Context: an optimization exercise on an open-source flow, tuned for small area and a short achievable clock period. The choices shown serve that exercise and are no tape-out recipe. At most, simulation tests tie the RTL to the original design; equivalence was not proved.

Setup of pine:
## dit_fft_8
module dit_fft_8(clk,rst_n,in1r,in1i,in2r,in2i,in3r,in3i,in4r,in4i,in5r,in5i,in6r,in6i,in7r,in7i,in8r,in8i,y1r,y1i,y2r,y2i,y3r,y3i,y4r,y4i,y5r,y5i,y6r,y6i,y7r,y7i,y8r,y8i,write,start,ready);
input clk,rst_n,write,start;
input [15:0] in1r,in2r,in3r,in4r,in5r,in6r,in7r,in8r;
input [15:0] in1i,in2i,in3i,in4i,in5i,in6i,in7i,in8i;
output [15:0] y1r,y2r,y3r,y4r,y5r,y6r,y7r,y8r,y1i,y2i,y3i,y4i,y5i,y6i,y7i,y8i;
output reg ready;
reg write_n, start_n;
function [15:0] sm;
	input [15:0] x;
	sm = x[15] ? {1'b1, ~x[14:0] + 15'd1} : x;
endfunction
function [14:0] orpre;
	input [14:0] x;
	reg a0, a1, a2;
	reg [3:0] gp;
	integer i, j;
	begin
		a0 = |x[3:0];
		a1 = |x[7:4];
		a2 = |x[11:8];
		gp = {a0 | a1 | a2, a0 | a1, a0, 1'b0};
		for (i = 0; i < 15; i = i + 1) begin
			orpre[i] = gp[i / 4];
			for (j = (i / 4) * 4; j < i; j = j + 1)
				orpre[i] = orpre[i] | x[j];
		end
	end
endfunction
function [15:0] tosm;
	input [15:0] x;
	reg [15:0] o;
	reg g1, g2, g3;
	integer i;
	begin
		g1 = |x[3:0];
		g2 = g1 | (|x[7:4]);
		g3 = g2 | (|x[11:8]);
		o[0] = 1'b0;
		for (i = 1; i < 16; i = i + 1)
			o[i] = (i % 4 == 0) ? (i == 4 ? g1 : (i == 8 ? g2 : g3)) : (o[i-1] | x[i-1]);
		tosm = {x[15], x[14:0] ^ ({15{x[15]}} & o[14:0])};
	end
endfunction
wire [15:0] in1r_t = {in1r[15], in1r[14:0] ^ ({15{in1r[15]}} & orpre(in1r[14:0]))};
  ...
Settings: LEC_CHECK=0, CAP_MARGIN=20, CORE_MARGIN=2, CORE_UTILIZATION=50, GPL_ROUTABILITY_DRIVEN=0, SETUP_SLACK_MARGIN=4.1, SLEW_MARGIN=20, SYNTH_HIERARCHICAL=1; clock period 10.0 ns.
standard.sh (not shown) runs the stock make flow with config.mk's settings and CLKGATE_MAP_FILE= SYNTH_SCRIPT=/design/flow/synth_recipe.tcl, a recipe that flattens the netlist after the stock synthesis.
==> flow/flow/run.sh <==
#!/bin/bash
# The standard layout, with small buffers on the ports (timing repair
# upsizes the ones that need it). make's full output goes to make.log here;
# ORFS keeps each step's own log under orfs/logs.
set -euo pipefail
export BUFFER_PORTS_ARGS="-buffer_cell sky130_fd_sc_hd__buf_2"
bash standard.sh > make.log 2>&1
### pine -> cedar
--- a/flow/config.mk
+++ b/flow/config.mk
@@ -10,2 +10 @@
-export CORE_UTILIZATION = 50
-export GPL_ROUTABILITY_DRIVEN = 0
+export CORE_UTILIZATION = 40
Results
cedar | stages: all done | timing, DRC, antenna: all pass
On cedar: setup slack is 0.034 ns lower than what pine gave.
cedar vs. pine: post-route fraction of the period consumed by the critical path increased by 0.34 points relative to the old numbers; number of detailed-routing iterations run before antenna repair decreased by 1 relative to the old numbers.
In the flow results for pine and cedar, the number of resized instances in the post-cts repair step is smaller on pine.
Utilization of the core after routing sits lower in cedar than in pine.
cedar vs. pine: hold slack about even; synthesized cell count level.
The master of the slowest instance on the critical path comes out sky130_fd_sc_hd__edfxtp_1 in one run and sky130_fd_sc_hd__or4_4 in the other, namely in pine and cedar respectively.

---

dit_fft_8, a different RTL version from the one above (not shown whole).
Size in the first run: roughly 510 flip-flops, ~520 I/O pins.
export LEC_CHECK = 0
export CAP_MARGIN = 20
export CORE_MARGIN = 2
export CORE_UTILIZATION = 40
export SETUP_SLACK_MARGIN = 4.0
export SLEW_MARGIN = 20
export SYNTH_HIERARCHICAL = 1
create_clock -name core_clock -period 10.0 [get_ports {clk}]
Scripts as last shown in full above: flow/flow/run.sh
Change:
SETUP_SLACK_MARGIN = 4.2   (was 4.0)
Outcome:
- clock-buffer cell count increases by 2
- first-iteration DRC count went down by 2.3%
- setup slack is better by 170 ps
- maximum frequency climbs by about 3%
- synthesized cell count stays the same
- cell area is higher by 3.7%
- global-route usage goes up by 0.22 points
- area after synthesis is unchanged
- register-to-register slack gets better by 150 ps
- worst hold slack is worse by 12 ps
No functional check of the RTL was part of any run of this note.

separate check: timing with driven ports:
Ports are ideal in the flow. The routed layouts listed here were re-timed in OpenROAD.
Step 1 assumes that a clkbuf_16 drives the clock port and a buf_2 every other input.
Step 2 also shifts input and output timing later by t, the mid clock arrival at the registers, as if the neighbouring blocks saw the same clock.
Slacks: no drivers / after step 1 / after step 2; pairs: no drivers / after step 1.
| run | t (ns) | setup slack, ns | worst setup path at the end | latest minus earliest clock arrival (ns) | worst slew at a driven data input, ns |
|---|---|---|---|---|---|
| pine | 0.745 | 4.169 / 4.091 / 3.437 | input to register | 0.039 / 0.040 | 0.19 |
| cedar | 0.723 | 4.135 / 4.089 / 3.435 | input to register | 0.031 / 0.032 | 0.12 |
| the first run of note 2 | 0.760 | 4.064 / 3.985 / 3.401 | input to register | 0.056 / 0.056 | 0.08 |
| the second run of note 2 | 0.766 | 4.229 / 4.141 / 3.584 | input to register | 0.064 / 0.063 | 0.09 |
After both steps every run listed still meets setup and hold. The setup slack of pine, which loses most, moves by -0.078 ns with the drivers and by -0.732 ns with both steps.
